What follows belongs to an exercise in optimizing a design on an open flow for small area; a production flow would make more cautious choices.
Only simulation tests tie the RTL to the original design; equivalence was not proved.

## flow/design.v (module list and top-level ports; edited modules follow where they fit)
// module dct_1d: 2904 lines
// module fa_cell: 4 lines
// module maj_cell: 3 lines
// module ha_cell: 4 lines
module dct_1d(
    input clk,
    input rst_n,
    input enable,
    input signed [9:0] x0, input signed [9:0] x1, input signed [9:0] x2, input signed [9:0] x3,
    input signed [9:0] x4, input signed [9:0] x5, input signed [9:0] x6, input signed [9:0] x7,
    output reg signed [10:0] y0, output reg signed [10:0] y1, output reg signed [10:0] y2, output reg signed [10:0] y3,
    output reg signed [10:0] y4, output reg signed [10:0] y5, output reg signed [10:0] y6, output reg signed [10:0] y7,
    output valid
);
  // ...
==> flow/run.sh <==
#!/bin/bash
# synth_recipe.tcl (not shown) runs the flow's synth.tcl, then flattens the netlist and writes it again
# the make line also repeats each setting of config.mk as NAME=value (left out here)
make -C /OpenROAD-flow-scripts/flow DESIGN_CONFIG=/design/flow/config.mk WORK_HOME=/design/flow/orfs CLKGATE_MAP_FILE= SYNTH_SCRIPT=/design/flow/synth_recipe.tcl finish
==> flow/config.mk <==
export PLATFORM = sky130hd
export DESIGN_NAME = dct_1d
export DESIGN_NICKNAME = dct_1d
export VERILOG_FILES = /design/flow/design.v
export SDC_FILE = /design/flow/constraint.sdc
export NUM_CORES = 4
export LEC_CHECK = 0
export ABC_AREA = 1
export CAP_MARGIN = 20
export CORE_MARGIN = 2
export CORE_UTILIZATION = 40
export GPL_TIMING_DRIVEN = 0
export PLACE_DENSITY = 0.8
export SLEW_MARGIN = 20
export SYNTH_HIERARCHICAL = 1
==> flow/constraint.sdc <==
create_clock -name core_clock -period 6.0 [get_ports {clk}]
set_input_delay 1.2000 -clock core_clock [delete_from_list [all_inputs] [get_ports {clk}]]
set_output_delay 1.2000 -clock core_clock [all_outputs]
set_load 0.01 [all_outputs]
==> impl_metrics.tcl, run 1 <==
set metrics [dict create \
    status "finished clean" \
    critPathMaxFanout 4 \
    grt_use_total 0.230 \
    worstMarginPinSlew_ns 1.12 \
    crit_top_cell "inv_1" \
    avgSynthCellArea_um2 9.91 \
    synthArstFlopShare 0 \
    synth-xor-area-share 0.0318 \
    holdBufCountCts 0 \
    synth.most_common_cell "inv_1" \
    place_hpwl_um 74700 \
    worst_slack_ns 0.116 \
    relSlewSlack 0.251 \
    postCtsSetupBuffers 42 \
    synthDominantCellAreaShare 0.472 \
    buffer_area_frac 0.0765 \
    synthMuxAreaShare 0 \
    hold_start "vp[0]$_SDFF_PN0_" \
    seq_area_frac 0.103 \
    initial_core_util 0.404 \
    buffers 313 \
    synth-seq-cells 182 \
    grt_use_met3 0.0714 \
    finalCriticalPeriod_ns 5.88 \
    routed_wl_um 90500 \
    die_h_um 283 \
    wl_per_cell_um 20.0 \
    clk_latency_ns 0.51 \
    cpLargestDelayFamily "adder cells" \
    drive_gt1_frac 0.107 \
    worstPathRequired_ns 6.42 \
    place.gp.congestion 1.03 \
    place_ws_ns -1.17 \
]
==> run 2: changes to the inputs <==
--- a/flow/config.mk
+++ b/flow/config.mk
@@ -9,7 +9,6 @@
 export CAP_MARGIN = 20
 export CORE_MARGIN = 2
 export CORE_UTILIZATION = 40
-export GPL_TIMING_DRIVEN = 0
 export PLACE_DENSITY = 0.8
 export SLEW_MARGIN = 20
 export SYNTH_HIERARCHICAL = 1
==> run 2 against run 1 <==
Against the previous run:
- setup slack better by 0.12 ns
- die area unchanged
- via count up 0.89%
- core utilization down 0.19 points
- wire length up 0.37%
- global-route usage up 0.69 points
- design area down 0.39%
- synthesized cell count unchanged
- final cell count up 1.6%
- fmax up 2.0%
==> impl_metrics.tcl, run 2 <==
set metrics [dict create \
    synth.area.top_cells "fa_1 (47%), ha_1 (14%), dfxtp_1 (12%)" \
    worstPathArrival_ns 6.16 \
    synth_ff_type "dfxtp_1" \
    synth_common_cells "inv_1 (830), fa_1 (737), nand2_1 (389)" \
    coreArea_um2 77300 \
    cts_tree "done" \
    synth-simple-area-share 0.0917 \
    grt_pass1_vias 24600 \
    synth_edf_count 0 \
    synth.most_common_cell "inv_1" \
    h-tree-depth 4 \
    fin_skew_ns 0.0187 \
    yosys.area.top_type "fa_1" \
    drive_gt1_frac 0.0919 \
    r2r_start "d2_r[0]$_DFF_P_" \
    timing.rr.end "y5[3]$_DFF_P_" \
    fin_nets 4723 \
    fmax_ghz 0.173 \
    place_hpwl_um 79700 \
    worstPathRequired_ns 6.40 \
    critPathMaxFanout 4 \
    pin_count 172 \
    grt_start_max_net_pins 18 \
    holdWs_ns 0.410 \
    hold_depth 2 \
    relSlewSlack 0.425 \
    cts_buffer_depth 2 \
    clk_latency_ns 0.50 \
    post-route-period-util 0.961 \
    areaGrowthSynthToFinish_pct 16.8 \
    final_cell_mix "inv_1 (826), fa_1 (732), nand2_1 (388), ha_1 (355), buf_4 (215)" \
    crit_type "reg2reg" \
    wl_per_cell_um 19.7 \
    initial_core_util 0.404 \
    cts_made_buffers 17 \
    ff2ff_path_depth 22 \
    synth-seq-cells 182 \
    antenna_left 0 \
    avgSynthCellArea_um2 9.91 \
    yosysSeqAreaShare 0.117 \
    drv_cap 0 \
    finalCriticalPeriod_ns 5.77 \
    routed_wl_um 90900 \
    final_common_cell "inv_1" \
    r2r_setup_slack_ns 0.23 \
    hold_viol 0 \
    worstHoldPathType "reg2reg" \
    firstDrtPassIters 5 \
    syn_area_um2 31200 \
    clk_pin_slew_worst_paths_ns 0.08 \
    cts.sinks 182 \
    synth_cell_types 39 \
    place_area_um2 35800 \
    yosysWarningCount 7 \
    yosys.area_share.adder 0.615 \
    synth_compound_gate_area_share 0.0416 \
    chipWidth_um 283 \
    vias 22700 \
    synth_top_family_by_area "adder cells" \
    drv_slew 0 \
    synthMuxAreaShare 0 \
    route.detailed.drc 0 \
    die_h_um 283 \
    io_buffer_count 171 \
    clockRootBuffer "clkbuf_16" \
    grt_use_total 0.237 \
    hold_start "vp[0]$_SDFF_PN0_" \
    cp-start-kind "flop" \
    holdPathEnd "vp[1]$_SDFF_PN0_" \
    synth-xor-area-share 0.0318 \
    antenna_found_initial 5 \
    place.gp.congestion 1.07 \
    die_area_um2 80300 \
    stdcell_area_um2 36500 \
    syn-num-nets 4330 \
    grt_first_pass_wirelength_um 142000 \
    synthDominantCellAreaShare 0.472 \
    grt.overflow.total 0 \
    crit_path_end_kind "flop" \
    synthArstFlopShare 0 \
    drt-initial-drc-count 1516 \
    viasPerCell 4.94 \
    status "finished clean" \
    worstMarginPinSlew_ns 0.856 \
    syn_inst 3153 \
    rows 102 \
    finalSetupViolCount 0 \
]
==> run 2: cell counts after synthesis <==
Identical to the previous run, type by type.
==> run 2: final cells by class <==
cell class | count | area (um2)
fill | 7003 | 40800
multi-input combinational | 2122 | 24500
sequential | 182 | 3660
timing repair buffer | 386 | 3330
inverter | 837 | 3150
tap | 1040 | 1300
clock buffer | 20 | 447
clock inverter | 12 | 140
antenna | 5 | 12.5
==> run 2: repair_timing <==
item,CTS,global route
gates resized for setup,1,28
hold buffers,0,0
endpoints found under the setup margin,5,38
pin swaps,0,2
buffers inserted,0,3
==> run 2: modules after synthesis (local to each module, per instance) <==
module / cell area [um2] / cells / copies in the design
fa_cell: 20.0 / 1 / 660
dct_1d: 16500 / 2238 / 1
maj_cell: 16.3 / 4 / 50
ha_cell: 12.5 / 1 / 55
==> run 2: how the worst max path moves through the flow <==
stage	depth (start not counted)	startpoint	to
floorplan	22	d1_r[0]$_DFF_P_	y7[3]$_DFF_P_
global placement	15	x1[0]	e1_r[10]$_DFF_P_
detailed placement	15	x1[0]	e1_r[10]$_DFF_P_
CTS	21	d3_r[1]$_DFF_P_	y3[3]$_DFF_P_
global route	25	d3_r[0]$_DFF_P_	y7[3]$_DFF_P_
finish	22	d2_r[0]$_DFF_P_	y5[3]$_DFF_P_
==> run 2: logic make-up after synthesis <==
| kind of cell | after synthesis |
|---|---|
| DFF | 182 |
| adders and majority gates | 1094 |
| AOI/OAI and AO/OA | 233 |
| buffers and inverters | 849 |
| xor gates and xnor gates | 110 |
| and+or+nand+nor | 685 |
==> run 2: critical path, cell delays in order, from the launching register on <==
cell and delay (ns):
dfxtp_2 0.35, inv_1 0.13, ha_1 0.17, inv_1 0.05, fa_1 0.40, fa_1 0.45
inv_1 0.24, fa_1 0.48, fa_1 0.39, fa_1 0.50, inv_1 0.06, fa_1 0.40
inv_1 0.07, fa_1 0.41, inv_1 0.07, ha_1 0.22, ha_1 0.32, a21oi_1 0.15
o21ai_0 0.10, inv_1 0.07, nand2_2 0.08, fa_1 0.38, xor2_1 0.17
==> run 2: metal layers <==
layer | up-vias | global-route usage | routed length (um)
met3 | 260 | 0.0699 | 9370
met2 | 991 | 0.371 | 41200
met1 | 11400 | 0.299 | 34900
met4 | 0 | 0.122 | 5430
li1 | 10100 | - | -
met5 | - | 0 | 0
==> run 2: per-stage QoR <==
step / setup WS, ns / utilization / TNS [ns] / std cells
2_1_floorplan: 0.287 / - / 0 / 3153
3_3_place_gp: -0.154 / 0.462 / -0.754 / 4564
3_5_place_dp: -0.245 / 0.462 / -1.47 / 4564
4_1_cts: 0.0695 / 0.470 / 0 / 4596
5_1_grt: -0.0241 / 0.472 / -0.0414 / 4600
6_report: 0.232 / 0.472 / 0 / 4604
==> run 3: changes to the inputs <==
--- a/flow/config.mk
+++ b/flow/config.mk
@@ -9,6 +9,6 @@
 export CAP_MARGIN = 20
 export CORE_MARGIN = 2
 export CORE_UTILIZATION = 40
-export PLACE_DENSITY = 0.8
+export PLACE_DENSITY = 0.7
 export SLEW_MARGIN = 20
 export SYNTH_HIERARCHICAL = 1
==> run 3 against run 2 <==
Against the previous run:
- synthesized cell count stayed put
- first-iteration DRC count shrank 5.7%
- sequential share of layout area about the same
- worst hold slack better by 0.0063 ns
- non-clock buffer count is 4 higher
- die area unchanged
- final cell count is the same
- critical path type unchanged
- critical endpoint unchanged
==> impl_metrics.tcl, run 3 <==
set metrics [dict create \
    critPathMaxFanout 5 \
    io_buffer_count 171 \
    status "finished clean" \
    h-tree-depth 4 \
    grt_use_total 0.240 \
    drt-initial-drc-count 1429 \
    cts_tree "done" \
    rows 102 \
    grt_pass1_vias 23900 \
    post-route-period-util 0.972 \
    syn_inst 3153 \
    die_h_um 283 \
    cp-start-kind "flop" \
    viasPerCell 4.84 \
    slowest_stage "fa_1" \
    syn-num-nets 4330 \
    relSlewSlack 0.448 \
    synthArstFlopShare 0 \
    rsz0062_at_grt "no" \
    grt_use_met3 0.0711 \
    syn_area_um2 31200 \
    stdcell_area_um2 36500 \
    areaGrowthSynthToFinish_pct 16.9 \
    avgSynthCellArea_um2 9.91 \
    grt_util_met1 0.306 \
    wl_per_cell_um 19.8 \
    crit_top_cell "fa_1" \
    fin_skew_ns 0.0167 \
    synth.area.top_cells "fa_1 (47%), ha_1 (14%), dfxtp_1 (12%)" \
    worstHoldPathType "reg2reg" \
    route.detailed.drc 0 \
    cts_buffer_depth 2 \
    hold_viol 0 \
    initial_core_util 0.404 \
    final_cell_mix "inv_1 (824), fa_1 (732), nand2_1 (389), ha_1 (356), buf_4 (219)" \
    worstMarginPinSlew_ns 0.822 \
    antenna_found_initial 5 \
    cpLargestDelayFamily "adder cells" \
    synth.most_common_cell "inv_1" \
    place.gp.congestion 1.03 \
    coreArea_um2 77300 \
    cts.sinks 182 \
    tns_ns 0 \
    synth_cell_types 39 \
    place_hpwl_um 80600 \
    place_ws_ns -0.234 \
    drv_slew 0 \
    chipWidth_um 283 \
    firstDrtPassIters 5 \
    synth_common_cells "inv_1 (830), fa_1 (737), nand2_1 (389)" \
    crit_buf_inv 7 \
    synth-seq-cells 182 \
    crit_chain "inv_1, ha_1, inv_1, fa_1, fa_1, inv_1, fa_1, fa_1, fa_1, inv_1, fa_1, inv_1, fa_1, inv_1, ha_1, ha_1, a21oi_1, o21ai_0, inv_1, nand2_2, fa_1, xor2_1" \
    crit_path_start "d2_r[0]$_DFF_P_" \
    use_met2 0.374 \
    holdBufCountCts 0 \
    grt.overflow.total 0 \
    clk_pin_slew_worst_paths_ns 0.08 \
    hold_start "vp[0]$_SDFF_PN0_" \
    die_area_um2 80300 \
    antenna_left 0 \
    worstPathArrival_ns 6.24 \
    cp_slowest_stage_delay_ns 0.52 \
    fmax_ghz 0.172 \
    yosysWarningCount 7 \
    drv_cap 0 \
    clockRootBuffer "clkbuf_16" \
    drive_gt1_frac 0.0935 \
    utilization 0.472 \
    synthDominantCellAreaShare 0.472 \
    crit_type "reg2reg" \
    yosys.area.top_type "fa_1" \
    worst_slack_ns 0.171 \
    yosysSeqAreaShare 0.117 \
    synth_edf_count 0 \
    top_usage_layer "met2" \
    grt_first_pass_wirelength_um 142000 \
    cts_made_buffers 17 \
    crit_path_end_kind "flop" \
    fin_nets 4727 \
    pin_count 172 \
    place_area_um2 35800 \
    vias 22300 \
    grt_start_max_net_pins 18 \
    finalSetupViolCount 0 \
    synth_ff_type "dfxtp_1" \
    nFillCells 7234 \
    finalCriticalPeriod_ns 5.83 \
    worstPathRequired_ns 6.41 \
    routed_wl_um 91000 \
    r2r_start "d2_r[0]$_DFF_P_" \
    clk_latency_ns 0.52 \
    final_common_cell "inv_1" \
]
-- run 3: what timing repair did --
| item | CTS | global route |
|---|---|---|
| setup endpoints to repair | 0 | 21 |
| buffers inserted | 0 | 3 |
| resized for setup | 0 | 31 |
-- run 3: cell families after synthesis --
family | synth area share
fa+ha+maj | 0.615
compound gates | 0.0416
xor+xnor | 0.0318
flops | 0.117
simple gates | 0.0917
buf+inv | 0.103
-- run 3: routing by layer --
metal	up-vias	wire length (um)
met5	-	16
met2	868	41300
met3	207	8590
li1	10100	-
met1	11100	36200
met4	2	4920
-- run 3: Yosys stat by module (local to each module, per instance) --
| module | cells | cell area [um2] | times used |
|---|---|---|---|
| dct_1d | 2238 | 16500 | 1 |
| fa_cell | 1 | 20.0 | 660 |
| ha_cell | 1 | 12.5 | 55 |
| maj_cell | 4 | 16.3 | 50 |
-- run 3: worst paths after layout --
check                                         to  slack [ns]  cells past startpoint
worst min register to register  vp[1]$_SDFF_PN0_        0.42                      2
worst min-delay path            vp[1]$_SDFF_PN0_        0.42                      2
worst max-delay path               y5[3]$_DFF_P_        0.17                     22
worst max register to register     y5[3]$_DFF_P_        0.17                     22
-- run 3: final cells by class --
type	count	area, um2	share of cell area
multi-input combinational	2122	24500	0.670
antenna	1	2.50	0.0000685
clock buffer	19	433	0.0119
sequential	182	3660	0.100
inverter	837	3140	0.0860
timing repair buffer	390	3360	0.0919
clock inverter	13	164	0.00449
tap	1040	1300	0.0356
-- run 3: metrics by stage --
step / hold WS (ns) / cells
after floorplan: 0.386 / 3153
after global placement: 0.391 / 4568
after detailed placement: 0.406 / 4568
after CTS: 0.419 / 4600
after global routing: 0.455 / 4604
final: 0.416 / 4604
-- run 3: tightest hold or removal path, cell delays in order (launching register included) --
cell and delay (ns):
dfxtp_1 0.31, nand2_1 0.05, inv_1 0.03
==> run 4: changes to the inputs <==
--- a/flow/config.mk
+++ b/flow/config.mk
@@ -9,6 +9,7 @@
 export CAP_MARGIN = 20
 export CORE_MARGIN = 2
 export CORE_UTILIZATION = 40
-export PLACE_DENSITY = 0.7
+export GPL_ROUTABILITY_DRIVEN = 0
+export PLACE_DENSITY = 0.8
 export SLEW_MARGIN = 20
 export SYNTH_HIERARCHICAL = 1
==> run 4 against run 3 <==
Against the previous run:
- sequential share of layout area is 0.11 points higher
- synthesized area unchanged
- clock skew is 0.0016 ns lower
- setup slack better by 0.0046 ns
- non-clock buffer count shrank 50
- critical endpoint is now y7[10]$_DFF_P_
- highest routed layer unchanged
==> impl_metrics.tcl, run 4 <==
set metrics [dict create \
    status "finished clean" \
    coreArea_um2 77300 \
    grt_start_max_net_pins 20 \
    final_cell_mix "inv_1 (826), fa_1 (735), nand2_1 (389), ha_1 (355), dfxtp_1 (177)" \
    wl_per_cell_um 19.8 \
    ff2ff_path_depth 23 \
    synth.most_common_cell "inv_1" \
    hold_start "vp[0]$_SDFF_PN0_" \
    clockRootBuffer "clkbuf_16" \
    hold_depth 2 \
    drv_cap 0 \
    die_h_um 283 \
    cts_tree "done" \
    yosysWarningCount 7 \
    drv_slew 0 \
    grt.overflow.total 0 \
    rsz0062_at_grt "no" \
    crit_chain "inv_1, ha_1, fa_1, fa_1, inv_1, fa_1, fa_1, fa_1, fa_1, inv_1, fa_1, inv_1, ha_1, nand2_1, nor2_1, nand2_1, nand2_1, buf_4, nand2_1, nand2_1, inv_1, nand2_1, nand2_1" \
    r2r_setup_slack_ns 0.18 \
    chipWidth_um 283 \
    vias 22900 \
    synth_ff_type "dfxtp_1" \
    r2r_start "d2_r[9]$_DFF_P_" \
    worstHoldPathType "reg2reg" \
    tns_ns 0 \
    synth_cell_types 39 \
    place_hpwl_um 78200 \
    pin_count 172 \
    relSlewSlack 0.434 \
    wl_met2_um 40800 \
    synth.area.top_cells "fa_1 (47%), ha_1 (14%), dfxtp_1 (12%)" \
    antenna_found_initial 6 \
    drive_gt1_frac 0.0783 \
    firstDrtPassIters 8 \
    crit_path_start "d2_r[9]$_DFF_P_" \
    route.detailed.drc 0 \
    grt_pass1_vias 24800 \
    fin_nets 4677 \
    areaGrowthSynthToFinish_pct 15.6 \
    io_buffer_count 171 \
    viasPerCell 5.03 \
    synth_edf_count 0 \
    post-route-period-util 0.971 \
    stdcell_count 4556 \
    synthDominantCellAreaShare 0.472 \
    syn_area_um2 31200 \
    drt-initial-drc-count 1799 \
    die_area_um2 80300 \
    holdPathEnd "vp[1]$_SDFF_PN0_" \
    final_common_cell "inv_1" \
    grt_first_pass_wirelength_um 141000 \
    critPathMaxFanout 7 \
    finalCriticalPeriod_ns 5.82 \
    utilization 0.467 \
    syn_inst 3153 \
    clk_pin_slew_worst_paths_ns 0.08 \
    cts.sinks 182 \
    cts_buffer_depth 2 \
    cp_slowest_stage_delay_ns 0.59 \
    crit_path_end_kind "flop" \
    yosysSeqAreaShare 0.117 \
    yosys.area.top_type "fa_1" \
    synth_common_cells "inv_1 (830), fa_1 (737), nand2_1 (389)" \
    hold_viol 0 \
    crit_buf_inv 6 \
    fmax_ghz 0.172 \
    post-place-cells 4515 \
    fin_skew_ns 0.0151 \
    routed_wl_um 90300 \
    grt_use_total 0.235 \
    crit_type "reg2reg" \
    syn-num-nets 4330 \
    wl_met1_um 33600 \
    antenna_left 0 \
    cpLargestDelayFamily "adder cells" \
    nFillCells 7015 \
    cp-start-kind "flop" \
    cts_made_buffers 17 \
    initial_core_util 0.404 \
    avgSynthCellArea_um2 9.91 \
    route.met3.wl_um 10200 \
    finalSetupViolCount 0 \
    worstPathRequired_ns 6.41 \
    worstMarginPinSlew_ns 0.849 \
    synth-seq-cells 182 \
    highest_layer "met5" \
    slowest_stage "fa_1" \
    rows 102 \
    h-tree-depth 4 \
    holdWs_ns 0.410 \
    clk_latency_ns 0.53 \
    worstPathArrival_ns 6.23 \
    synthArstFlopShare 0 \
    timing.rr.end "y7[10]$_DFF_P_" \
]
run 4: worst max path at each step:
stage | cells after the start | endpoint | slack (ns)
floorplan | 22 | y7[3]$_DFF_P_ | 0.29
global placement | 15 | e1_r[10]$_DFF_P_ | -0.16
detailed placement | 15 | e1_r[10]$_DFF_P_ | -0.26
CTS | 22 | y7[3]$_DFF_P_ | 0.003
global route | 28 | y5[10]$_DFF_P_ | 0.002
finish | 23 | y7[10]$_DFF_P_ | 0.18
run 4: timing repair:
item | CTS | global route
setup endpoints to repair | 0 | 31
hold buffers | 0 | 0
setup buffers | 0 | 6
gates resized for setup | 0 | 21
run 4: per-stage QoR:
| step | setup slack (ns) | instance area, um2 |
|---|---|---|
| 2_1_floorplan | 0.287 | 31200 |
| 5_1_grt | 0.00166 | 36100 |
| 6_report | 0.175 | 36100 |
| 3_5_place_dp | -0.259 | 35400 |
| 4_1_cts | 0.00294 | 36000 |
| 3_3_place_gp | -0.160 | 35400 |
run 4: per-module statistics from Yosys, one instance, submodules excluded:
module	area (um2)	times used	cells inside	flops+latches
dct_1d	16500	1	2238	182
fa_cell	20.0	660	1	0
ha_cell	12.5	55	1	0
maj_cell	16.3	50	4	0
run 4: worst min-delay path: stages (launching register included):
cell and delay [ns]:
dfxtp_1 0.30, nand2_1 0.04, inv_1 0.03
run 4: cell families after synthesis:
logic type,after synthesis,share of synthesized area
AO/OA/AOI/OAI,233,0.0416
XOR/XNOR,110,0.0318
AND/OR/NAND/NOR,685,0.0917
buffers and inverters,849,0.103
adder cells (fa/ha/maj),1094,0.615
flip-flops,182,0.117
run 4: layout make-up:
type                       count  area [um2]  area share
tap                         1040        1300      0.0360
timing repair buffer         340        2980      0.0826
multi-input combinational   2122       24400       0.677
clock buffer                  17         425      0.0118
clock inverter                15         156     0.00433
inverter                     837        3150      0.0872
sequential                   182        3660       0.101
antenna                        3        7.51    0.000208
run 4: layer usage:
| metal | track usage | vias to the layer above |
|---|---|---|
| met5 | 0 | - |
| met4 | 0.127 | 2 |
| met3 | 0.0830 | 353 |
| met2 | 0.366 | 1149 |
| met1 | 0.287 | 11400 |
| li1 | - | 10000 |

-- port drivers added, routing unchanged --
The flow's constraints put no driver on any port. The routed layouts listed below were extracted and timed again, unchanged, in two steps. Step 1 (the two cells are an assumption about what drives the block):
set clk [get_ports {clk}]
set_driving_cell -lib_cell sky130_fd_sc_hd__clkbuf_16 $clk
set_driving_cell -lib_cell sky130_fd_sc_hd__buf_2 [delete_from_list [all_inputs] $clk]
Step 2 adds t to the input delays and takes it off the output delays; t is the mean of the earliest and latest rising clock arrival at the registers after step 1. Input paths then give back, and output paths get back, about the clock's delay inside the block. Slacks: ideal ports / drivers / drivers and shift; pairs: ideal ports / drivers.
| run | t, ns | slack for setup (ns) | worst setup path after step 2 | latest minus earliest clock arrival (ns) | worst data-port slew with drivers (ns) |
|---|---|---|---|---|---|
| run 1 | 0.572 | 0.116 / 0.116 / -0.376 | input to register | 0.014 / 0.014 | 0.15 |
| run 2 | 0.565 | 0.232 / 0.232 / -0.238 | input to register | 0.019 / 0.020 | 0.12 |
| run 3 | 0.574 | 0.171 / 0.171 / -0.222 | input to register | 0.019 / 0.018 | 0.14 |
| run 4 | 0.585 | 0.175 / 0.175 / -0.257 | input to register | 0.016 / 0.015 | 0.12 |
Met with ideal ports but missed after step 2: setup timing in every run listed. For run 1, which loses most, drivers alone change the setup slack by 0.000 ns; drivers and shift together by -0.492 ns.
